From an optimization exercise on the open Yosys and OpenROAD flow, aimed at small area, a short achievable clock period and few clock cycles per item; shortcuts taken in it are not production practice.
No functional check of the RTL was part of any run shown here.

## flow/design.v (module list and top-level ports; edited modules follow where they fit)
// module tanh: 1667 lines
module tanh (
    input  clk,
    input  rst,
    input  [13:0] i_x,
    input  i_valid,
    output o_ready,
    output [13:0] o_fx,
    output o_valid,
    input  i_ready
);
  // ...
==> flow/run.sh <==
#!/bin/bash
# synth_recipe.tcl (not shown) runs the flow's synth.tcl, then flattens the netlist and writes it again
# the make line also repeats each setting of config.mk as NAME=value (left out here)
make -C /OpenROAD-flow-scripts/flow DESIGN_CONFIG=/design/flow/config.mk WORK_HOME=/design/flow/orfs CLKGATE_MAP_FILE= SYNTH_SCRIPT=/design/flow/synth_recipe.tcl finish
==> flow/config.mk <==
export PLATFORM = sky130hd
export DESIGN_NAME = tanh
export DESIGN_NICKNAME = tanh
export VERILOG_FILES = /design/flow/design.v
export SDC_FILE = /design/flow/constraint.sdc
export NUM_CORES = 4
export LEC_CHECK = 0
export CAP_MARGIN = 20
export CORE_MARGIN = 2
export CORE_UTILIZATION = 40
export SETUP_SLACK_MARGIN = 5
export SLEW_MARGIN = 20
==> flow/constraint.sdc <==
create_clock -name core_clock -period 8.0 [get_ports {clk}]
set_input_delay 1.6000 -clock core_clock [delete_from_list [all_inputs] [get_ports {clk}]]
set_output_delay 1.6000 -clock core_clock [all_outputs]
set_load 0.01 [all_outputs]
==> flow_summary_export.csv, run 1 <==
group,metric,value,unit
global_routing,grt_max_degree,200,
drt,ant_nets,0,
min_path,hp-class,"reg2reg",
cells_and_area,syn_to_final_growth,20.3,%
cells_and_area,inv_count,469,
global_routing,use_met3,1.81,%
drt,drt-vias-per-instance,5.12,
critical_path,critical_path_buf_inv_count,5,
drt,wl_met2,42900,um
cells_and_area,regArea,0.0174,mm^2
synthesis,synth_area,0.0414,mm^2
placement,place_worst_setup_slack,3900,ps
critical_path,crit_path_end,"m5_hc",
status,status,"finished clean",
placement,dpl.cell_count,4644,
global_routing,grt_use_met2,27.4,%
timing,rsz0062_at_grt,"true",
synthesis,synth_top_area_share,41.0,%
drt,routed_wl,86400,um
timing,holdWs,389,ps
cts,clkSinkCount,584,
synthesis,synthAdderAreaFrac,24.6,%
critical_path,max_stage_delay,530,ps
cells_and_area,area_dominant_class,"multi-input gates",
cells_and_area,num_antenna_cells,0,
die,die_area,0.106,mm^2
==> inputs of run 2 (changes only) <==
--- a/flow/design.v
+++ b/flow/design.v
@@ -9,68 +9,68 @@
     input  i_ready
 );
 logic        rdy_r, skid_v, adv;
 logic [13:0] skid_x;
 logic [13:0] x0;
 logic [1:0]  cnt;
 logic        ov_r;
 logic [13:0] e0, e1;
-logic [13:0] m1_ha;
-logic [13:0] m1_hb;
 logic [0:0] m1_hc;
+logic [17:0] m1_ha;
+logic [17:0] m1_hb;
 logic [13:0] x_s1;
 logic [13:0] q_s2;
 logic [13:0] x_s2;
 logic [4:0] d1_one;
 logic [4:0] d1_two;
 logic [4:0] d1_neg;
 logic [13:0] q_s3;
 logic [13:0] x_s3;
-logic [13:0] m2_ha;
-logic [13:0] m2_hb;
 logic [0:0] m2_hc;
+logic [17:0] m2_ha;
+logic [17:0] m2_hb;
 logic [13:0] x_s4;
 logic [13:0] q_s4;
 logic [5:0] d2_one;
 logic [5:0] d2_two;
 logic [5:0] d2_neg;
 logic [13:0] x_s5;
 logic [13:0] q_s5;
-logic [13:0] m3_ha;
-logic [13:0] m3_hb;
 logic [0:0] m3_hc;
+logic [17:0] m3_ha;
+logic [17:0] m3_hb;
 logic [13:0] x_s6;
 logic [13:0] q_s6;
 logic [5:0] d3_one;
 logic [5:0] d3_two;
 logic [5:0] d3_neg;
 logic [13:0] x_s7;
 logic [13:0] q_s7;
-logic [13:0] m4_ha;
-logic [13:0] m4_hb;
 logic [0:0] m4_hc;
+logic [17:0] m4_ha;
+logic [17:0] m4_hb;
 logic [13:0] x_s8;
 logic [13:0] q_s8;
 logic [6:0] d4_one;
 logic [6:0] d4_two;
 logic [6:0] d4_neg;
 logic [13:0] x_s9;
 logic [13:0] q_s9;
-logic [13:0] m5_ha;
-logic [13:0] m5_hb;
 logic [0:0] m5_hc;
+logic [17:0] m5_ha;
+logic [17:0] m5_hb;
 logic [13:0] x_s10;
 logic [6:0] d5_one;
 logic [6:0] d5_two;
 logic [6:0] d5_neg;
 logic [13:0] x_s11;
-logic [13:0] m6_ha;
-logic [13:0] m6_hb;
 logic [0:0] m6_hc;
+logic [17:0] m6_ha;
+logic [17:0] m6_hb;
 logic v0, v1, v2, v3, v4, v5, v6, v7, v8, v9, v10, v11, v12;
 wire acc     = i_valid & rdy_r;
 wire in_v    = skid_v | acc;
 wire deliver = ov_r & i_ready;
 wire arrive  = adv & v12;
 wire [1:0] cnt_n = cnt + {1'b0, arrive} - {1'b0, deliver};
 wire m1_pp_1 = x0[0] & x0[1];
 wire m1_pp_2 = x0[0] & x0[2];
@@ -291,18 +291,19 @@
 wire m1_s_217 = m1_s_179 ^ x0[11] ^ m1_c_178;
 wire m1_c_218 = (m1_s_179 & x0[11]) | (m1_s_179 & m1_c_178) | (x0[11] & m1_c_178);
 wire m1_s_219 = m1_pp_85 ^ m1_pp_87 ^ m1_c_180;
 wire m1_c_220 = (m1_pp_85 & m1_pp_87) | (m1_pp_85 & m1_c_180) | (m1_pp_87 & m1_c_180);
 wire m1_s_221 = m1_pp_88 ^ m1_pp_89 ^ x0[12];
 wire m1_c_222 = (m1_pp_88 & m1_pp_89) | (m1_pp_88 & x0[12]) | (m1_pp_89 & x0[12]);
 wire [25:0] m1_ra = {m1_pp_90, m1_s_221, m1_s_219, m1_s_217, m1_s_215, m1_s_213, m1_s_211, m1_s_209, m1_s_207, m1_s_205, m1_s_203, m1_s_201, m1_s_199, m1_s_197, m1_s_195, m1_s_193, m1_s_191, m1_s_189, m1_s_187, m1_s_185, m1_s_183, m1_s_181, m1_pp_2, m1_pp_1, 1'b0, x0[0]};
 wire [25:0] m1_rb = {m1_c_222, m1_c_220, m1_c_218, m1_c_216, m1_c_214, m1_c_212, m1_c_210, m1_c_208, m1_c_206, m1_c_204, m1_c_202, m1_c_200, m1_c_198, m1_c_196, m1_c_194, m1_c_192, m1_c_190, m1_c_188, m1_c_186, m1_c_184, m1_c_182, x0[2], 1'b0, x0[1], 1'b0, 1'b0};
-wire [12:0] m1_lo = m1_ra[11:0] + m1_rb[11:0];
-wire [13:0] m1_sum = m1_ha + m1_hb + {13'd0, m1_hc};
+wire [8:0] m1_lo = m1_ra[7:0] + m1_rb[7:0];
+wire [17:0] m1_full = m1_ha + m1_hb + {17'd0, m1_hc};
+wire [13:0] m1_sum = m1_full[17:4];
 wire m2a_pp_223 = ~(q_s2[0]);
 wire m2a_pp_224 = ~(q_s2[1]);
 wire m2a_pp_225 = ~(q_s2[2]);
 wire m2a_pp_226 = ~(q_s2[3]);
 wire m2a_pp_227 = ~(q_s2[4]);
 wire m2a_pp_228 = ~(q_s2[5]);
 wire m2a_pp_229 = ~(q_s2[6]);
 wire m2a_pp_230 = ~(q_s2[7]);
@@ -524,18 +525,19 @@
 wire m2_s_439 = ~(m2_s_401 ^ m2_c_400);
 wire m2_c_440 = m2_s_401 | m2_c_400;
 wire m2_s_441 = ~(m2_s_403 ^ m2_c_402);
 wire m2_c_442 = m2_s_403 | m2_c_402;
 wire m2_s_443 = m2_pp_332 ^ m2_c_404;
 wire m2_c_444 = m2_pp_332 & m2_c_404;
 wire [25:0] m2_ra = {1'b1, 1'b1, 1'b1, m2_pp_333, m2_s_443, m2_s_441, m2_s_439, m2_s_437, m2_s_435, m2_s_433, m2_s_431, m2_s_429, m2_s_427, m2_s_425, m2_s_423, m2_s_421, m2_s_419, m2_s_417, m2_s_415, m2_s_413, m2_s_411, m2_s_409, m2_s_407, m2_s_405, m2_pp_260, m2_pp_259};
 wire [25:0] m2_rb = {1'b0, 1'b0, 1'b0, m2_c_444, m2_c_442, m2_c_440, m2_c_438, m2_c_436, m2_c_434, m2_c_432, m2_c_430, m2_c_428, m2_c_426, m2_c_424, m2_c_422, m2_c_420, m2_c_418, m2_c_416, m2_c_414, m2_c_412, m2_c_410, m2_c_408, m2_c_406, d1_neg[1], 1'b0, d1_neg[0]};
-wire [12:0] m2_lo = m2_ra[11:0] + m2_rb[11:0];
-wire [13:0] m2_sum = m2_ha + m2_hb + {13'd0, m2_hc};
+wire [8:0] m2_lo = m2_ra[7:0] + m2_rb[7:0];
+wire [17:0] m2_full = m2_ha + m2_hb + {17'd0, m2_hc};
+wire [13:0] m2_sum = m2_full[17:4];
 wire [9:0] m2_r = m2_sum[9:0];
 wire [5:0] d2_one_w = {~m2_r[9], (m2_r[8] ^ m2_r[7]), (m2_r[6] ^ m2_r[5]), (m2_r[4] ^ m2_r[3]), (m2_r[2] ^ m2_r[1]), m2_r[0]};
 wire [5:0] d2_two_w = {1'b0, ((m2_r[9] & (~m2_r[8] & ~m2_r[7])) | (~m2_r[9] & (m2_r[8] & m2_r[7]))), ((m2_r[7] & (~m2_r[6] & ~m2_r[5])) | (~m2_r[7] & (m2_r[6] & m2_r[5]))), ((m2_r[5] & (~m2_r[4] & ~m2_r[3])) | (~m2_r[5] & (m2_r[4] & m2_r[3]))), ((m2_r[3] & (~m2_r[2] & ~m2_r[1])) | (~m2_r[3] & (m2_r[2] & m2_r[1]))), (m2_r[1] & ~m2_r[0])};
 wire [5:0] d2_neg_w = {1'b1, m2_r[9], m2_r[7], m2_r[5], m2_r[3], m2_r[1]};
 wire m3_pp_445 = ((d2_one[0] & q_s5[0]) ^ d2_neg[0]);
 wire m3_pp_446 = (((d2_one[0] & q_s5[1]) | (d2_two[0] & q_s5[0])) ^ d2_neg[0]);
 wire m3_pp_447 = (((d2_one[0] & q_s5[2]) | (d2_two[0] & q_s5[1])) ^ d2_neg[0]);
 wire m3_pp_448 = (((d2_one[0] & q_s5[3]) | (d2_two[0] & q_s5[2])) ^ d2_neg[0]);
@@ -757,18 +759,19 @@
 wire m3_c_664 = (m3_s_625 & m3_c_592) | (m3_s_625 & m3_c_624) | (m3_c_592 & m3_c_624);
 wire m3_s_665 = m3_pp_518 ^ m3_pp_531 ^ m3_c_626;
 wire m3_c_666 = (m3_pp_518 & m3_pp_531) | (m3_pp_518 & m3_c_626) | (m3_pp_531 & m3_c_626);
 wire m3_s_667 = ~(m3_pp_519 ^ m3_pp_532);
 wire m3_c_668 = m3_pp_519 | m3_pp_532;
 wire m3_s_669 = ~m3_pp_533;
 wire [25:0] m3_ra = {1'b1, m3_pp_534, m3_s_669, m3_s_667, m3_s_665, m3_s_663, m3_s_661, m3_s_659, m3_s_657, m3_s_655, m3_s_653, m3_s_651, m3_s_649, m3_s_647, m3_s_645, m3_s_643, m3_s_641, m3_s_639, m3_s_637, m3_s_635, m3_s_633, m3_s_631, m3_s_629, m3_s_627, m3_pp_446, m3_pp_445};
 wire [25:0] m3_rb = {1'b0, m3_pp_533, m3_c_668, m3_c_666, m3_c_664, m3_c_662, m3_c_660, m3_c_658, m3_c_656, m3_c_654, m3_c_652, m3_c_650, m3_c_648, m3_c_646, m3_c_644, m3_c_642, m3_c_640, m3_c_638, m3_c_636, m3_c_634, m3_c_632, m3_c_630, m3_c_628, d2_neg[1], 1'b0, d2_neg[0]};
-wire [12:0] m3_lo = m3_ra[11:0] + m3_rb[11:0];
-wire [13:0] m3_sum = m3_ha + m3_hb + {13'd0, m3_hc};
+wire [8:0] m3_lo = m3_ra[7:0] + m3_rb[7:0];
+wire [17:0] m3_full = m3_ha + m3_hb + {17'd0, m3_hc};
+wire [13:0] m3_sum = m3_full[17:4];
 wire [10:0] m3_r = m3_sum[10:0];
 wire [5:0] d3_one_w = {(m3_r[10] ^ m3_r[9]), (m3_r[8] ^ m3_r[7]), (m3_r[6] ^ m3_r[5]), (m3_r[4] ^ m3_r[3]), (m3_r[2] ^ m3_r[1]), m3_r[0]};
 wire [5:0] d3_two_w = {(m3_r[10] & m3_r[9]), ((m3_r[9] & (~m3_r[8] & ~m3_r[7])) | (~m3_r[9] & (m3_r[8] & m3_r[7]))), ((m3_r[7] & (~m3_r[6] & ~m3_r[5])) | (~m3_r[7] & (m3_r[6] & m3_r[5]))), ((m3_r[5] & (~m3_r[4] & ~m3_r[3])) | (~m3_r[5] & (m3_r[4] & m3_r[3]))), ((m3_r[3] & (~m3_r[2] & ~m3_r[1])) | (~m3_r[3] & (m3_r[2] & m3_r[1]))), (m3_r[1] & ~m3_r[0])};
 wire [5:0] d3_neg_w = {1'b0, m3_r[9], m3_r[7], m3_r[5], m3_r[3], m3_r[1]};
 wire m4_pp_670 = ((d3_one[0] & q_s7[0]) ^ d3_neg[0]);
 wire m4_pp_671 = (((d3_one[0] & q_s7[1]) | (d3_two[0] & q_s7[0])) ^ d3_neg[0]);
 wire m4_pp_672 = (((d3_one[0] & q_s7[2]) | (d3_two[0] & q_s7[1])) ^ d3_neg[0]);
 wire m4_pp_673 = (((d3_one[0] & q_s7[3]) | (d3_two[0] & q_s7[2])) ^ d3_neg[0]);
@@ -985,18 +988,19 @@
 wire m4_s_884 = ~(m4_s_846 ^ m4_c_845);
 wire m4_c_885 = m4_s_846 | m4_c_845;
 wire m4_s_886 = m4_pp_743 ^ m4_pp_756 ^ m4_c_847;
 wire m4_c_887 = (m4_pp_743 & m4_pp_756) | (m4_pp_743 & m4_c_847) | (m4_pp_756 & m4_c_847);
 wire m4_s_888 = ~(m4_pp_744 ^ m4_pp_757);
 wire m4_c_889 = m4_pp_744 | m4_pp_757;
 wire [25:0] m4_ra = {1'b1, m4_pp_759, m4_pp_758, m4_s_888, m4_s_886, m4_s_884, m4_s_882, m4_s_880, m4_s_878, m4_s_876, m4_s_874, m4_s_872, m4_s_870, m4_s_868, m4_s_866, m4_s_864, m4_s_862, m4_s_860, m4_s_858, m4_s_856, m4_s_854, m4_s_852, m4_s_850, m4_s_848, m4_pp_671, m4_pp_670};
 wire [25:0] m4_rb = {1'b0, 1'b0, m4_c_889, m4_c_887, m4_c_885, m4_c_883, m4_c_881, m4_c_879, m4_c_877, m4_c_875, m4_c_873, m4_c_871, m4_c_869, m4_c_867, m4_c_865, m4_c_863, m4_c_861, m4_c_859, m4_c_857, m4_c_855, m4_c_853, m4_c_851, m4_c_849, d3_neg[1], 1'b0, d3_neg[0]};
-wire [12:0] m4_lo = m4_ra[11:0] + m4_rb[11:0];
-wire [13:0] m4_sum = m4_ha + m4_hb + {13'd0, m4_hc};
+wire [8:0] m4_lo = m4_ra[7:0] + m4_rb[7:0];
+wire [17:0] m4_full = m4_ha + m4_hb + {17'd0, m4_hc};
+wire [13:0] m4_sum = m4_full[17:4];
 wire [12:0] m4_r = m4_sum[12:0];
 wire [6:0] d4_one_w = {(m4_r[12] ^ m4_r[11]), (m4_r[10] ^ m4_r[9]), (m4_r[8] ^ m4_r[7]), (m4_r[6] ^ m4_r[5]), (m4_r[4] ^ m4_r[3]), (m4_r[2] ^ m4_r[1]), m4_r[0]};
 wire [6:0] d4_two_w = {(~m4_r[12] & ~m4_r[11]), ((m4_r[11] & (~m4_r[10] & ~m4_r[9])) | (~m4_r[11] & (m4_r[10] & m4_r[9]))), ((m4_r[9] & (~m4_r[8] & ~m4_r[7])) | (~m4_r[9] & (m4_r[8] & m4_r[7]))), ((m4_r[7] & (~m4_r[6] & ~m4_r[5])) | (~m4_r[7] & (m4_r[6] & m4_r[5]))), ((m4_r[5] & (~m4_r[4] & ~m4_r[3])) | (~m4_r[5] & (m4_r[4] & m4_r[3]))), ((m4_r[3] & (~m4_r[2] & ~m4_r[1])) | (~m4_r[3] & (m4_r[2] & m4_r[1]))), (m4_r[1] & ~m4_r[0])};
 wire [6:0] d4_neg_w = {1'b1, m4_r[11], m4_r[9], m4_r[7], m4_r[5], m4_r[3], m4_r[1]};
 wire m5_pp_890 = ((d4_one[0] & q_s9[0]) ^ d4_neg[0]);
 wire m5_pp_891 = (((d4_one[0] & q_s9[1]) | (d4_two[0] & q_s9[0])) ^ d4_neg[0]);
 wire m5_pp_892 = (((d4_one[0] & q_s9[2]) | (d4_two[0] & q_s9[1])) ^ d4_neg[0]);
 wire m5_pp_893 = (((d4_one[0] & q_s9[3]) | (d4_two[0] & q_s9[2])) ^ d4_neg[0]);
@@ -1263,18 +1267,19 @@
 wire m5_c_1154 = (m5_s_1109 & m5_c_1072) | (m5_s_1109 & m5_c_1108) | (m5_c_1072 & m5_c_1108);
 wire m5_s_1155 = ~(m5_s_1111 ^ m5_c_1110);
 wire m5_c_1156 = m5_s_1111 | m5_c_1110;
 wire m5_s_1157 = m5_pp_979 ^ m5_pp_992 ^ m5_c_1112;
 wire m5_c_1158 = (m5_pp_979 & m5_pp_992) | (m5_pp_979 & m5_c_1112) | (m5_pp_992 & m5_c_1112);
 wire m5_s_1159 = ~m5_pp_993;
 wire [25:0] m5_ra = {m5_s_1159, m5_s_1157, m5_s_1155, m5_s_1153, m5_s_1151, m5_s_1149, m5_s_1147, m5_s_1145, m5_s_1143, m5_s_1141, m5_s_1139, m5_s_1137, m5_s_1135, m5_s_1133, m5_s_1131, m5_s_1129, m5_s_1127, m5_s_1125, m5_s_1123, m5_s_1121, m5_s_1119, m5_s_1117, m5_s_1115, m5_s_1113, m5_pp_891, m5_pp_890};
 wire [25:0] m5_rb = {m5_c_1158, m5_c_1156, m5_c_1154, m5_c_1152, m5_c_1150, m5_c_1148, m5_c_1146, m5_c_1144, m5_c_1142, m5_c_1140, m5_c_1138, m5_c_1136, m5_c_1134, m5_c_1132, m5_c_1130, m5_c_1128, m5_c_1126, m5_c_1124, m5_c_1122, m5_c_1120, m5_c_1118, m5_c_1116, m5_c_1114, d4_neg[1], 1'b0, d4_neg[0]};
-wire [12:0] m5_lo = m5_ra[11:0] + m5_rb[11:0];
-wire [13:0] m5_sum = m5_ha + m5_hb + {13'd0, m5_hc};
+wire [8:0] m5_lo = m5_ra[7:0] + m5_rb[7:0];
+wire [17:0] m5_full = m5_ha + m5_hb + {17'd0, m5_hc};
+wire [13:0] m5_sum = m5_full[17:4];
 wire [13:0] m5_r = m5_sum[13:0];
 wire [6:0] d5_one_w = {(m5_r[12] ^ m5_r[11]), (m5_r[10] ^ m5_r[9]), (m5_r[8] ^ m5_r[7]), (m5_r[6] ^ m5_r[5]), (m5_r[4] ^ m5_r[3]), (m5_r[2] ^ m5_r[1]), m5_r[0]};
 wire [6:0] d5_two_w = {((m5_r[13] & (~m5_r[12] & ~m5_r[11])) | (~m5_r[13] & (m5_r[12] & m5_r[11]))), ((m5_r[11] & (~m5_r[10] & ~m5_r[9])) | (~m5_r[11] & (m5_r[10] & m5_r[9]))), ((m5_r[9] & (~m5_r[8] & ~m5_r[7])) | (~m5_r[9] & (m5_r[8] & m5_r[7]))), ((m5_r[7] & (~m5_r[6] & ~m5_r[5])) | (~m5_r[7] & (m5_r[6] & m5_r[5]))), ((m5_r[5] & (~m5_r[4] & ~m5_r[3])) | (~m5_r[5] & (m5_r[4] & m5_r[3]))), ((m5_r[3] & (~m5_r[2] & ~m5_r[1])) | (~m5_r[3] & (m5_r[2] & m5_r[1]))), (m5_r[1] & ~m5_r[0])};
 wire [6:0] d5_neg_w = {m5_r[13], m5_r[11], m5_r[9], m5_r[7], m5_r[5], m5_r[3], m5_r[1]};
 wire m6_pp_1160 = ((d5_one[0] & x_s11[0]) ^ d5_neg[0]);
 wire m6_pp_1161 = (((d5_one[0] & x_s11[1]) | (d5_two[0] & x_s11[0])) ^ d5_neg[0]);
 wire m6_pp_1162 = (((d5_one[0] & x_s11[2]) | (d5_two[0] & x_s11[1])) ^ d5_neg[0]);
 wire m6_pp_1163 = (((d5_one[0] & x_s11[3]) | (d5_two[0] & x_s11[2])) ^ d5_neg[0]);
@@ -1564,18 +1569,19 @@
 wire m6_s_1447 = m6_s_1401 ^ m6_c_1360 ^ m6_c_1400;
 wire m6_c_1448 = (m6_s_1401 & m6_c_1360) | (m6_s_1401 & m6_c_1400) | (m6_c_1360 & m6_c_1400);
 wire m6_s_1449 = m6_s_1403 ^ m6_c_1362 ^ m6_c_1402;
 wire m6_c_1450 = (m6_s_1403 & m6_c_1362) | (m6_s_1403 & m6_c_1402) | (m6_c_1362 & m6_c_1402);
 wire m6_s_1451 = m6_pp_1263 ^ m6_pp_1264 ^ m6_c_1404;
 wire m6_c_1452 = (m6_pp_1263 & m6_pp_1264) | (m6_pp_1263 & m6_c_1404) | (m6_pp_1264 & m6_c_1404);
 wire [25:0] m6_ra = {m6_s_1451, m6_s_1449, m6_s_1447, m6_s_1445, m6_s_1443, m6_s_1441, m6_s_1439, m6_s_1437, m6_s_1435, m6_s_1433, m6_s_1431, m6_s_1429, m6_s_1427, m6_s_1425, m6_s_1423, m6_s_1421, m6_s_1419, m6_s_1417, m6_s_1415, m6_s_1413, m6_s_1411, m6_s_1409, m6_s_1407, m6_s_1405, m6_pp_1161, m6_pp_1160};
 wire [25:0] m6_rb = {m6_c_1450, m6_c_1448, m6_c_1446, m6_c_1444, m6_c_1442, m6_c_1440, m6_c_1438, m6_c_1436, m6_c_1434, m6_c_1432, m6_c_1430, m6_c_1428, m6_c_1426, m6_c_1424, m6_c_1422, m6_c_1420, m6_c_1418, m6_c_1416, m6_c_1414, m6_c_1412, m6_c_1410, m6_c_1408, m6_c_1406, d5_neg[1], 1'b0, d5_neg[0]};
-wire [12:0] m6_lo = m6_ra[11:0] + m6_rb[11:0];
-wire [13:0] m6_sum = m6_ha + m6_hb + {13'd0, m6_hc};
+wire [8:0] m6_lo = m6_ra[7:0] + m6_rb[7:0];
+wire [17:0] m6_full = m6_ha + m6_hb + {17'd0, m6_hc};
+wire [13:0] m6_sum = m6_full[17:4];
 wire [13:0] fres = m6_sum;
 always_ff @(posedge clk) begin
     if (rst) begin
         rdy_r  <= 1'b1;
         skid_v <= 1'b0;
         adv    <= 1'b1;
         cnt    <= 2'd0;
         ov_r   <= 1'b0;
@@ -1594,68 +1600,68 @@
             rdy_r  <= ~in_v;
         end
     end
 end
 always_ff @(posedge clk) begin
     if (!adv && !skid_v) skid_x <= i_x;
     if (adv) begin
         x0 <= skid_v ? skid_x : i_x;
-        m1_ha <= m1_ra[25:12];
-        m1_hb <= m1_rb[25:12];
-        m1_hc <= m1_lo[12];
+        m1_hc <= m1_lo[8:8];
+        m1_ha <= m1_ra[25:8];
+        m1_hb <= m1_rb[25:8];
         x_s1 <= x0;
         q_s2 <= m1_sum;
         x_s2 <= x_s1;
         d1_one <= d1_one_w;
         d1_two <= d1_two_w;
         d1_neg <= d1_neg_w;
         q_s3 <= q_s2;
         x_s3 <= x_s2;
-        m2_ha <= m2_ra[25:12];
-        m2_hb <= m2_rb[25:12];
-        m2_hc <= m2_lo[12];
+        m2_hc <= m2_lo[8:8];
+        m2_ha <= m2_ra[25:8];
+        m2_hb <= m2_rb[25:8];
         x_s4 <= x_s3;
         q_s4 <= q_s3;
         d2_one <= d2_one_w;
         d2_two <= d2_two_w;
         d2_neg <= d2_neg_w;
         x_s5 <= x_s4;
         q_s5 <= q_s4;
-        m3_ha <= m3_ra[25:12];
-        m3_hb <= m3_rb[25:12];
-        m3_hc <= m3_lo[12];
+        m3_hc <= m3_lo[8:8];
+        m3_ha <= m3_ra[25:8];
+        m3_hb <= m3_rb[25:8];
         x_s6 <= x_s5;
         q_s6 <= q_s5;
         d3_one <= d3_one_w;
         d3_two <= d3_two_w;
         d3_neg <= d3_neg_w;
         x_s7 <= x_s6;
         q_s7 <= q_s6;
-        m4_ha <= m4_ra[25:12];
-        m4_hb <= m4_rb[25:12];
-        m4_hc <= m4_lo[12];
+        m4_hc <= m4_lo[8:8];
+        m4_ha <= m4_ra[25:8];
+        m4_hb <= m4_rb[25:8];
         x_s8 <= x_s7;
         q_s8 <= q_s7;
         d4_one <= d4_one_w;
         d4_two <= d4_two_w;
         d4_neg <= d4_neg_w;
         x_s9 <= x_s8;
         q_s9 <= q_s8;
-        m5_ha <= m5_ra[25:12];
-        m5_hb <= m5_rb[25:12];
-        m5_hc <= m5_lo[12];
+        m5_hc <= m5_lo[8:8];
+        m5_ha <= m5_ra[25:8];
+        m5_hb <= m5_rb[25:8];
         x_s10 <= x_s9;
         d5_one <= d5_one_w;
         d5_two <= d5_two_w;
         d5_neg <= d5_neg_w;
         x_s11 <= x_s10;
-        m6_ha <= m6_ra[25:12];
-        m6_hb <= m6_rb[25:12];
-        m6_hc <= m6_lo[12];
+        m6_hc <= m6_lo[8:8];
+        m6_ha <= m6_ra[25:8];
+        m6_hb <= m6_rb[25:8];
     end
 end
 always_ff @(posedge clk) begin
     if ((arrive && (cnt == 2'd0 || (cnt == 2'd1 && deliver))))
         e0 <= fres;
     else if (deliver && cnt == 2'd2)
         e0 <= e1;
     if (arrive && ((cnt == 2'd1 && !deliver) || (cnt == 2'd2 && deliver)))
==> run 2 against run 1 <==
Against the previous run: die area increased by 2.9%; design area increased by 5.4%; synthesized cell count decreased by 0.20%; non-clock buffer count increased by 53; via count increased by 2.4%; sequential share of layout area increased by 0.96 points; synthesized area increased by 3.0%; clock skew decreased by 7.1 ps.
==> flow_summary_export.csv, run 2 <==
group,metric,value,unit
drt,routed_wl,91300,um
timing,max_slew.worst_pin.slew,1030,ps
cts,clkTransAtPathRegs,60,ps
placement,place.detailed.hpwl,55200,um
synthesis,synthSimpleGateAreaFrac,3.71,%
synthesis,yosysUniqueCellTypes,74,
cts,h-tree-depth,3,
drt,dr.first_iter.drc_count,1524,
drt,vias,27200,
cts,tritoncts,"built",
cells_and_area,layout-drive-gt1-share,27.0,%
global_routing,gr-total-overflow,0,
cts,cts_buffers,74,
cells_and_area,layout_common_cells,"613 x edfxtp_1, 395 x inv_1, 361 x buf_4",
timing,setup_viol,0,
synthesis,synth_cells,3433,
critical_path,crit_arrival,3680,ps
drt,route.detailed.drc,0,
die,ios,34,
cells_and_area,nets,4458,
cells_and_area,syn_to_final_growth,23.2,%
synthesis,yosysMostFrequentCell,"edfxtp_1",
synthesis,synthAdderAreaFrac,23.5,%
drt,wl_per_cell,17.3,um
synthesis,ys_warn_count,1,
die,die_x,330,um
synthesis,async_flop_share,0,%
timing,rsz0062_at_grt,"true",
timing,max_freq,303,MHz
cts,root_buffer,"clkbuf_16",
status,status,"finished clean",
die,die_h,330,um
global_routing,grt_use_met1,21.8,%
global_routing,grt_use_met2,28.2,%
synthesis,synthTopCellsByArea,"edfxtp_1 43%, fa_1 14%, ha_1 9.1%, xnor2_1 7.6%, a22oi_1 6.4%",
critical_path,required,8380,ps
global_routing,antenna_found_initial,0,
critical_path,start_kind,"register",
synthesis,synth_seq_area_share,44.1,%
synthesis,synthXorXnorAreaFrac,10.0,%
synthesis,synth_top_area_share,43.2,%
synthesis,yosysTopAreaCell,"edfxtp_1",
timing,fin_skew,23.5,ps
synthesis,avgSynthCellArea,12.4,um^2
global_routing,grt_pass1_wl,147000,um
global_routing,use_met3,2.59,%
cells_and_area,layout_commonest_cell,"edfxtp_1",
timing,fin_crit_sh,41.2,%
synthesis,synth_area,0.0426,mm^2
flow_run,cap_violations,0,
drt,drt_first_pass_iters,6,
cts,clk_path_buf_depth,3,
cells_and_area,num_antenna_cells,0,
placement,gp_congestion,0.821,
cts,clkSinkCount,632,
placement,port_buffers,33,
global_routing,grt_pass1_vias,27600,
die,rows,119,
die,die_area,0.109,mm^2
global_routing,grt_max_degree,198,
synthesis,synth_common_cells,"613 x edfxtp_1, 448 x inv_1, 370 x xnor2_1",
global_routing,grt_use_total,16.7,%
timing,holdWs,405,ps
cells_and_area,regArea,0.0188,mm^2
min_path,hp-class,"reg2reg",
die,initial_core_util,40.4,%
synthesis,synth_nets,4067,
global_routing,grt_busiest_layer,"met2",
timing,finalHoldViolCount,0,
drt,ant_nets,0,
synthesis,synth_compound_area_share,11.0,%
timing,fin_setup_tns,0,ps
drt,drt-vias-per-instance,5.15,
timing,final_max_slew_viol_count,0,
die,core,0.105,mm^2
critical_path,worstPathMaxFanout,3,
cells_and_area,multiInputGateArea,0.0230,mm^2
synthesis,synthMuxAreaShare,1.89,%
synthesis,synth_ff_type,"edfxtp_1",
cts,clk_latency,660,ps
critical_path,critPathKind,"reg2reg",
synthesis,synth_edf_count,613,
timing,relSlewSlack,31.1,%
synthesis,synth_top_family_by_area,"adder cells",
timing,min_period,3300,ps
cells_and_area,fillCellCount,9135,
critical_path,end_kind,"register",
synthesis,synth_seq_cells,632,
-- run 2: cell types whose count changed after synthesis, sizes merged, moves of 12 or more --
cell and delta:
inv -13, nor2 -22, edfxtp +48, and2 +19, xor2 -56, nor3 -12, a21oi +20, nand2 -25
fa -12, xnor2 +66
-- run 2: logic make-up (layout without fill, tap and decap cells) --
logic type | after synthesis | in the layout
buffers and inverters | 657 | 1101
AOI/OAI and AO/OA | 653 | 653
DFF | 632 | 632
adders and majority gates | 616 | 616
xor gates and xnor gates | 487 | 487
and+or+nand+nor | 316 | 316
muxes | 72 | 72
-- run 2: through the flow --
stage / std cells / utilization, % / setup slack [ps] / cell area, um^2
6_report: 5268 / 49.8 / 4700 / 52500
5_1_grt: 5268 / 49.8 / 4620 / 52500
4_1_cts: 5200 / 48.5 / 4700 / 51100
3_5_place_dp: 4661 / 42.1 / 4120 / 44400
3_3_place_gp: 4661 / 42.1 / 4150 / 44400
2_1_floorplan: 3433 / - / 1990 / 43500
-- run 2: worst max-delay path, stage by stage (launching register included) --
cell and delay (ps):
edfxtp_1 460, buf_6 180, a22oi_2 240, xor2_1 220, fa_1 450, inv_1 90, fa_1 440, fa_2 550
fa_2 420
-- run 2: what timing repair did --
item	4_1_cts	5_1_grt
cloned	2	0
gates resized for setup	255	179
hold buffers	0	0
setup endpoints to repair	251	219
setup buffers	408	68
pin swaps	205	178
-- run 2: metal layers --
metal	share of wire [%]	vias to the layer above	wire length [um]
met4	3.3	0	3040
met3	4.3	204	3970
met2	50	638	45300
met1	43	13600	39000
li1	-	12700	-
met5	0	-	0
-- run 2: path summary, 6_finish.rpt --
kind,start,endpoint,slack [ps],depth (start not counted)
worst min register to register,x_s4[3],x_s5[3],410,0
worst max-delay path,d4_one[0],m5_ha[5],4700,8
worst min-delay path,x_s4[3],x_s5[3],410,0
worst max register to register,d4_one[0],m5_ha[5],4700,8
-- run 2: final cells by class --
cell class                      count  area share [%]
Multi-Input combinational cell   2144            43.9
Sequential cell                   632            35.8
Timing Repair Buffer              515            8.90
Clock buffer                       81            3.58
Tap cell                         1391            3.32
Inverter                          457            3.28
Clock inverter                     48            1.18
==> inputs of run 3 (changes only) <==
--- a/flow/config.mk
+++ b/flow/config.mk
@@ -7,6 +7,6 @@
 export LEC_CHECK = 0
 export CAP_MARGIN = 20
 export CORE_MARGIN = 2
-export CORE_UTILIZATION = 40
+export CORE_UTILIZATION = 65
 export SETUP_SLACK_MARGIN = 5
 export SLEW_MARGIN = 20
==> run 3 against run 2 <==
Against the previous run: design area down 1.1%; sequential share of layout area increased by 0.41 points; critical path depth unchanged; count of clock-buffer cells in the layout down 2; die area fell by 38%; still clean.
==> flow_summary_export.csv, run 3 <==
group,metric,value,unit
synthesis,synth_cells,3433,
critical_path,end_kind,"register",
die,core,0.0646,mm^2
global_routing,grt_pass1_wl,148000,um
timing,min_period,3350,ps
cells_and_area,layout-drive-gt1-share,27.9,%
drt,routed_wl,95200,um
cells_and_area,syn_to_final_growth,21.8,%
cts,postCtsHoldBufs,0,
timing,fin_setup_tns,0,ps
placement,gp_congestion,0.873,
cts,tritoncts,"built",
die,die_h,260,um
critical_path,critPathKind,"reg2reg",
synthesis,synth_area,0.0426,mm^2
min_path,min_from,"x_s8[4]",
timing,setup_viol,0,
die,ios,34,
global_routing,grt_use_total,27.6,%
global_routing,antenna_found_initial,0,
timing,max_slew.worst_pin.slew,1050,ps
synthesis,synth_seq_area_share,44.1,%
drt,drt_first_pass_iters,5,
synthesis,synth_nets,4067,
timing,fin_crit_sh,41.8,%
drt,wl_per_cell,20.0,um
cts,cts_buffers,70,
die,initial_core_util,66.0,%
synthesis,avgSynthCellArea,12.4,um^2
die,die_x,260,um
synthesis,synth_top_family_by_area,"adder cells",
cells_and_area,num_antenna_cells,0,
die,die_area,0.0676,mm^2
min_path,min_path_cells,0,
global_routing,gr-total-overflow,0,
synthesis,synthSimpleGateAreaFrac,3.71,%
synthesis,yosysTopAreaCell,"edfxtp_1",
drt,vias,28100,
global_routing,grt_pass1_vias,29000,
min_path,hp-class,"reg2reg",
cells_and_area,layout_common_cells,"613 x edfxtp_1, 391 x inv_1, 384 x buf_4",
placement,place.detailed.hpwl,55500,um
critical_path,r2r-start,"q_s7[12]",
synthesis,synth_top_area_share,43.2,%
placement,port_buffers,33,
timing,finalHoldViolCount,0,
synthesis,synth_ff_type,"edfxtp_1",
cells_and_area,final_util,80.3,%
synthesis,synth_common_cells,"613 x edfxtp_1, 448 x inv_1, 370 x xnor2_1",
global_routing,grt_max_degree,204,
synthesis,synthMuxAreaShare,1.89,%
timing,max_freq,299,MHz
synthesis,synth_seq_cells,632,
cts,clk_path_buf_depth,3,
synthesis,synth_compound_area_share,11.0,%
synthesis,synthXorXnorAreaFrac,10.0,%
min_path,worstHoldEndpoint,"x_s9[4]",
cts,root_buffer,"clkbuf_16",
synthesis,ys_warn_count,1,
synthesis,synthAdderAreaFrac,23.5,%
critical_path,r2r_setup_slack,4650,ps
status,status,"finished clean",
timing,final_max_slew_viol_count,0,
flow_run,cap_violations,0,
critical_path,start_kind,"register",
timing,fin_skew,14.7,ps
timing,fin_ws,4650,ps
cts,clkSinkCount,632,
drt,drt-vias-per-instance,5.90,
timing,relSlewSlack,29.8,%
timing,holdWs,414,ps
synthesis,synth_edf_count,613,
synthesis,synthTopCellsByArea,"edfxtp_1 43%, fa_1 14%, ha_1 9.1%, xnor2_1 7.6%, a22oi_1 6.4%",
critical_path,crit_arrival,3690,ps
critical_path,rr_worst_depth,8,
timing,rsz0062_at_grt,"true",
cts,clkTransAtPathRegs,60,ps
synthesis,yosysMostFrequentCell,"edfxtp_1",
cells_and_area,nets,4482,
critical_path,required,8340,ps
cts,h-tree-depth,3,
drt,ant_nets,0,
cells_and_area,layout_commonest_cell,"edfxtp_1",
placement,place_worst_setup_slack,4120,ps
drt,dr.first_iter.drc_count,2161,
synthesis,async_flop_share,0,%
die,rows,93,
critical_path,worstPathMaxFanout,4,
drt,route.detailed.drc,0,
synthesis,yosysUniqueCellTypes,74,
cts,clk_latency,610,ps
critical_path,r2r_end,"m4_ha[4]",
run 3: repair_timing:
action                     4_1_cts  5_1_grt
buffers inserted               406       97
pin swaps                      194      179
setup endpoints to repair      200      346
gates cloned                     0        2
resized for setup              245      232
run 3: stage by stage:
step | instances | cell area, um^2
final | 4756 | 51900
after floorplan | 3433 | 43500
after global routing | 4756 | 51900
after global placement | 4126 | 43700
after detailed placement | 4126 | 43700
after CTS | 4657 | 50000
run 3: area by class of cell:
type / count / area (um^2)
Inverter: 457 / 1720
Clock buffer: 79 / 1820
Tap cell: 855 / 1070
Sequential cell: 632 / 18800
Fill cell: 3589 / 12700
Timing Repair Buffer: 543 / 4870
Clock inverter: 46 / 399
Multi-Input combinational cell: 2144 / 23200
run 3: cells by family (layout without fill, tap and decap cells):
kind of cell / Yosys count / count (layout)
simple gates: 316 / 316
xor+xnor: 487 / 487
buf+inv: 657 / 1125
fa+ha+maj: 616 / 616
compound gates: 653 / 653
mux: 72 / 72
flops: 632 / 632
run 3: worst max-delay path by stage:
stage / from / to / slack [ps] / cells after the start
global placement: i_ready / e0[0] / 4240 / 4
finish: q_s7[12] / m4_ha[4] / 4650 / 8
global route: m5_ha[4] / d5_two[5] / 4600 / 12
detailed placement: i_ready / e0[1] / 4120 / 4
floorplan: adv / ov_r / 1990 / 10
CTS: m5_hb[2] / d5_two[5] / 4670 / 12
run 3: worst max-delay path, cell delays in order (launching register included):
cell and delay [ps]:
edfxtp_1 530, buf_6 190, a22oi_2 170, xor2_1 210, fa_1 500, fa_2 560, fa_1 420, inv_2 70
fa_2 410
run 3: per-layer routing:
layer | part of all wire [%] | global-route usage, % | vias up | routed length [um]
li1 | - | - | 12700 | -
met1 | 41 | 36.4 | 14000 | 38600
met2 | 49 | 45.7 | 1026 | 46800
met3 | 6.4 | 4.59 | 271 | 6060
met4 | 3.9 | 11.1 | 0 | 3700
met5 | 0 | 0 | - | 0
==> inputs of run 4 (changes only) <==
--- a/flow/config.mk
+++ b/flow/config.mk
@@ -7,6 +7,6 @@
 export LEC_CHECK = 0
 export CAP_MARGIN = 20
 export CORE_MARGIN = 2
-export CORE_UTILIZATION = 65
-export SETUP_SLACK_MARGIN = 5
+export CORE_UTILIZATION = 40
+export SETUP_SLACK_MARGIN = 4.5
 export SLEW_MARGIN = 20
==> run 4 against run 3 <==
Against the previous run: still clean; count of clock-buffer cells in the layout rose by 10; design area decreased by 6.4%; first-iteration DRC count shrank 26%; core utilization shrank 34 points; sequential cell count stayed put; synthesized cell count unchanged; hold slack about the same.
==> flow_summary_export.csv, run 4 <==
group,metric,value,unit
drt,vias,25400,
drt,wl_per_cell,15.8,um
cells_and_area,layout_common_cells,"613 x edfxtp_1, 447 x inv_1, 368 x xnor2_1",
drt,dr.first_iter.drc_count,1596,
die,die_x,330,um
synthesis,synth_common_cells,"613 x edfxtp_1, 448 x inv_1, 370 x xnor2_1",
global_routing,grt_pass1_vias,25600,
die,core,0.105,mm^2
synthesis,async_flop_share,0,%
cells_and_area,regArea,0.0188,mm^2
cells_and_area,nets,4209,
cts,clk_path_buf_depth,3,
synthesis,synth_nets,4067,
placement,place.detailed.hpwl,54000,um
synthesis,synth_seq_area_share,44.1,%
cts,root_buffer,"clkbuf_16",
cts,clkTransAtPathRegs,60,ps
timing,setup_viol,0,
cts,h-tree-depth,3,
die,rows,119,
synthesis,synth_seq_cells,632,
drt,routed_wl,79400,um
min_path,min_from,"q_s6[4]",
die,initial_core_util,40.4,%
drt,route.detailed.drc,0,
cells_and_area,layout_commonest_cell,"edfxtp_1",
drt,drt-vias-per-instance,5.05,
drt,ant_nets,0,
timing,fin_crit_sh,43.1,%
critical_path,crit_arrival,3790,ps
min_path,hp-class,"reg2reg",
global_routing,grt_max_degree,147,
critical_path,start_kind,"register",
critical_path,startpoint,"q_s5[12]",
cells_and_area,fillCellCount,9577,
cts,clk_latency,630,ps
cts,clkSinkCount,632,
critical_path,critPathKind,"reg2reg",
placement,dpl_cell_area,0.0441,mm^2
critical_path,worstPathMaxFanout,12,
synthesis,ys_warn_count,1,
synthesis,synth_edf_count,613,
synthesis,yosysUniqueCellTypes,74,
critical_path,r2r-start,"q_s5[12]",
placement,gp_congestion,0.821,
synthesis,synth_ff_type,"edfxtp_1",
global_routing,grt_use_total,14.7,%
critical_path,end_kind,"register",
flow_run,cap_violations,0,
cells_and_area,layout-drive-gt1-share,12.6,%
timing,max_slew.worst_pin.slew,1080,ps
cts,tritoncts,"built",
global_routing,grt_pass1_wl,131000,um
timing,max_freq,290,MHz
synthesis,synthTopCellsByArea,"edfxtp_1 43%, fa_1 14%, ha_1 9.1%, xnor2_1 7.6%, a22oi_1 6.4%",
global_routing,antenna_found_initial,0,
drt,drt_first_pass_iters,6,
cells_and_area,final_area,0.0486,mm^2
synthesis,synth_cells,3433,
timing,fin_skew,30.2,ps
timing,fin_setup_tns,0,ps
synthesis,yosysTopAreaCell,"edfxtp_1",
synthesis,yosysMostFrequentCell,"edfxtp_1",
synthesis,avgSynthCellArea,12.4,um^2
synthesis,synth_area,0.0426,mm^2
cells_and_area,syn_to_final_growth,14.0,%
status,status,"finished clean",
die,ios,34,
timing,rsz0062_at_grt,"true",
synthesis,synth_top_area_share,43.2,%
die,die_h,330,um
cells_and_area,num_antenna_cells,0,
timing,finalHoldViolCount,0,
timing,final_max_slew_viol_count,0,
die,die_area,0.109,mm^2
cells_and_area,multiInputGateArea,0.0216,mm^2
placement,port_buffers,33,
timing,min_period,3450,ps
global_routing,gr-total-overflow,0,
timing,relSlewSlack,27.9,%
cts,cts_buffers,75,
critical_path,required,8350,ps
[run 4: worst paths after layout]
path	cells after the start	slack, ps	to
min reg2reg	0	410	q_s7[4]
min	0	410	q_s7[4]
max reg2reg	7	4550	m3_ha[6]
max	7	4550	m3_ha[6]
[run 4: layer usage]
metal / track usage (%) / vias up / wire length (um)
li1: - / 12200 / -
met4: 4.10 / 0 / 1750
met5: 0 / - / 0
met3: 2.27 / 109 / 3070
met2: 24.1 / 453 / 38300
met1: 20.2 / 12600 / 36300
[run 4: metrics by stage]
stage,util [%],setup WS [ps],hold slack [ps],std cells
2_1_floorplan,-,1990,400,3433
3_3_place_gp,41.9,4170,400,4664
3_5_place_dp,41.9,4120,405,4664
4_1_cts,44.6,4360,408,4844
5_1_grt,46.1,4440,419,5024
6_report,46.1,4550,414,5024
[run 4: area by class of cell]
type	count	area share, %
repair buffers	265	4.63
clock buffers	89	4.06
inverters	457	3.54
well taps	1391	3.58
clock inverters	46	1.08
flip-flops and latches	632	38.7
multi-input cells	2144	44.4
[run 4: critical path: stages, from the launching register on]
cell and delay, ps:
edfxtp_1 570, a22oi_1 310, xor2_1 230, fa_1 470
fa_1 530, fa_1 550, inv_1 60, fa_1 460
[run 4: what timing repair did]
item,4_1_cts,5_1_grt
setup endpoints to repair,18,33
setup buffers,45,180
hold buffers,0,0
resized for setup,2,20
pin swaps,1,6
[run 4: cells by family after synthesis]
| logic type | count (synthesis) | synth area share [%] |
|---|---|---|
| fa+ha+maj | 616 | 23.5 |
| simple gates | 316 | 3.71 |
| flops | 632 | 44.1 |
| compound gates | 653 | 11.0 |
| buf+inv | 657 | 5.79 |
| mux | 72 | 1.89 |
| xor+xnor | 487 | 10.0 |
==> inputs of run 5 (changes only) <==
--- a/flow/config.mk
+++ b/flow/config.mk
@@ -8,5 +8,5 @@
 export CAP_MARGIN = 20
 export CORE_MARGIN = 2
 export CORE_UTILIZATION = 40
-export SETUP_SLACK_MARGIN = 4.5
+export SETUP_SLACK_MARGIN = 4.0
 export SLEW_MARGIN = 20
==> run 5 against run 4 <==
Against the previous run: still clean; sequential share of layout area rose by 1.8 points; clock skew rose by 0.99 ps; critical path depth up 5; die area unchanged; core utilization decreased by 2.0 points; maximum frequency shrank 6.0%; final cell count fell by 4.6%; setup slack worse by 220 ps; critical path type unchanged; largest cell class unchanged; highest routed layer unchanged.
==> flow_summary_export.csv, run 5 <==
group,metric,value,unit
synthesis,yosysUniqueCellTypes,74,
cells_and_area,num_antenna_cells,0,
synthesis,yosysMostFrequentCell,"edfxtp_1",
timing,max_freq,273,MHz
global_routing,grt_use_total,14.5,%
drt,wl_per_cell,16.0,um
synthesis,synth_seq_cells,632,
synthesis,synth_cells,3433,
critical_path,critPathSlowestCell,"a211oi_1",
die,ios,34,
critical_path,required,8370,ps
timing,finalHoldViolCount,0,
synthesis,synth_top_area_share,43.2,%
synthesis,async_flop_share,0,%
placement,gp_congestion,0.835,
cts,clkTransAtPathRegs,60,ps
critical_path,crit_arrival,4040,ps
critical_path,worstPathCellList,"ha_1 > a21oi_1 > o22ai_1 > a41oi_2 > a211oi_1 > nor2_1 > xnor2_1 > inv_1 > ha_1 > nor2b_1 > mux4_2 > nand4b_1",
synthesis,synthTopCellsByArea,"edfxtp_1 43%, fa_1 14%, ha_1 9.1%, xnor2_1 7.6%, a22oi_1 6.4%",
drt,vias,24500,
cts,clk_path_buf_depth,3,
cells_and_area,nets,3978,
flow_run,cap_violations,0,
die,die_h,330,um
critical_path,start_kind,"register",
placement,port_buffers,33,
timing,fin_skew,31.1,ps
die,core,0.105,mm^2
global_routing,grt_pass1_vias,25200,
synthesis,synth_seq_area_share,44.1,%
cells_and_area,syn_to_final_growth,9.07,%
timing,min_period,3670,ps
drt,route.detailed.drc,0,
timing,fin_crit_sh,45.8,%
global_routing,gr-total-overflow,0,
critical_path,worstPathMaxFanout,5,
global_routing,grt_pass1_wl,131000,um
critical_path,crit_top_cell,"ha_1",
cts,tritoncts,"built",
cts,clkSinkCount,632,
drt,ant_nets,0,
drt,drt_first_pass_iters,5,
synthesis,synth_common_cells,"613 x edfxtp_1, 448 x inv_1, 370 x xnor2_1",
status,status,"finished clean",
cts,h-tree-depth,3,
synthesis,synth_ff_type,"edfxtp_1",
global_routing,antenna_found_initial,0,
synthesis,avgSynthCellArea,12.4,um^2
min_path,hp-class,"reg2reg",
placement,dpl.cell_count,4660,
placement,place.detailed.hpwl,53400,um
die,rows,119,
synthesis,yosysTopAreaCell,"edfxtp_1",
synthesis,ys_warn_count,1,
drt,dr.first_iter.drc_count,1436,
timing,rsz0062_at_grt,"false",
die,initial_core_util,40.4,%
cts,clk_latency,630,ps
cells_and_area,layout_commonest_cell,"edfxtp_1",
cells_and_area,layout-drive-gt1-share,6.03,%
timing,max_slew.worst_pin.slew,1100,ps
cells_and_area,layout_common_cells,"613 x edfxtp_1, 447 x inv_1, 369 x xnor2_1",
die,die_area,0.109,mm^2
timing,setup_viol,0,
cts,postCtsHoldBufs,0,
critical_path,max_stage_delay,500,ps
critical_path,critPathKind,"reg2reg",
timing,fin_setup_tns,0,ps
drt,drt-vias-per-instance,5.10,
critical_path,end_kind,"register",
cts,cts_buffers,71,
cts,root_buffer,"clkbuf_16",
synthesis,synth_edf_count,613,
die,die_x,330,um
synthesis,synth_nets,4067,
synthesis,synth_area,0.0426,mm^2
timing,relSlewSlack,26.6,%
cells_and_area,final_cells,4792,
drt,routed_wl,76700,um
global_routing,grt_max_degree,190,
timing,final_max_slew_viol_count,0,
==> run 5: cell counts after synthesis <==
Identical to the previous run, type by type.
==> run 5: what timing repair did <==
action / in CTS / in global routing
setup endpoints to repair: 0 / 1
buffers inserted: 0 / 2
endpoints found under the hold margin: 0 / 0
gates resized for setup: 0 / 1
==> run 5: worst max-delay path, delay by kind of cell (launching register included) <==
kind	cells	cell delay, ps
simple gates	3	420
xor+xnor	1	380
flops	1	360
mux	1	450
compound gates	4	1150
fa+ha+maj	2	560
buf+inv	1	90
==> run 5: layout make-up <==
cell class / count / area [um^2]
Clock buffer: 89 / 1890
Fill cell: 9668 / 59000
Inverter: 457 / 1720
Multi-Input combinational cell: 2144 / 21500
Clock inverter: 41 / 449
Tap cell: 1391 / 1740
Sequential cell: 632 / 18800
Timing Repair Buffer: 38 / 405
==> run 5: cells by family after synthesis <==
group,Yosys count,share of synthesized area (%)
compound gates,653,11.0
xor+xnor,487,10.0
fa+ha+maj,616,23.5
buf+inv,657,5.79
flops,632,44.1
mux,72,1.89
simple gates,316,3.71
==> run 5: worst paths after layout <==
kind | startpoint | endpoint | slack [ps] | cells past startpoint
setup reg to reg | m5_ha[2] | d5_two[5] | 4330 | 12
hold / removal | q_s6[6] | q_s7[6] | 400 | 0
hold reg to reg | q_s6[6] | q_s7[6] | 400 | 0
setup / recovery | m5_ha[2] | d5_two[5] | 4330 | 12
==> run 5: per-stage QoR <==
| stage | util, % | setup slack (ps) | area, um^2 | hold WS, ps |
|---|---|---|---|---|
| after floorplan | - | 1990 | 42700 | 400 |
| after global routing | 44.1 | 4040 | 46500 | 404 |
| final | 44.1 | 4330 | 46500 | 401 |
| after detailed placement | 41.8 | 4120 | 44100 | 405 |
| after CTS | 44.1 | 4190 | 46400 | 396 |
| after global placement | 41.8 | 4170 | 44100 | 400 |
==> run 5: metal layers <==
metal  vias to the layer above  part of all wire (%)  track usage [%]  wire length, um
met5                         -                     0                0                0
met4                         0                   2.1             4.07             1630
met3                       109                   3.8             2.26             2890
met2                       418                    47             23.7            36200
met1                     12200                    47             20.2            36000
li1                      11700                     -                -                -

## static timing again, ports no longer ideal
The results above use ideal ports. As a check the final layouts listed here were re-extracted and re-timed, cells and wires unchanged.
Step 1 sets driving cells, clkbuf_16 on the clock port and buf_2 on the other inputs (assumed; they add their load-dependent delay and slew).
Step 2 moves the port delays by t, midway between the first and last clock arrival at a register: inputs arrive t later, outputs are due t later. That takes back most of the time a late clock gives input paths.
Three values: ideal ports, drivers, drivers and shift; two values: the first two.
run	t, ns	setup WS [ns]	hold WS [ns]	clock arrival spread, ns	worst register clock-pin slew, ns
run 1	0.709	4.139 / 4.139 / 4.139	0.389 / 0.389 / 0.389	0.034 / 0.034	0.07 / 0.07
run 2	0.709	4.702 / 4.702 / 4.555	0.405 / 0.405 / 0.405	0.034 / 0.034	0.07 / 0.07
run 3	0.664	4.652 / 4.652 / 4.556	0.414 / 0.414 / 0.414	0.021 / 0.020	0.06 / 0.06
run 4	0.676	4.554 / 4.554 / 4.141	0.414 / 0.414 / 0.414	0.038 / 0.038	0.07 / 0.07
run 5	0.679	4.334 / 4.334 / 4.144	0.401 / 0.401 / 0.401	0.031 / 0.031	0.06 / 0.06
After both steps setup and hold are still met in every run listed. The setup slack of run 4, which loses most, moves by 0.000 ns with the drivers and by -0.413 ns with both steps.
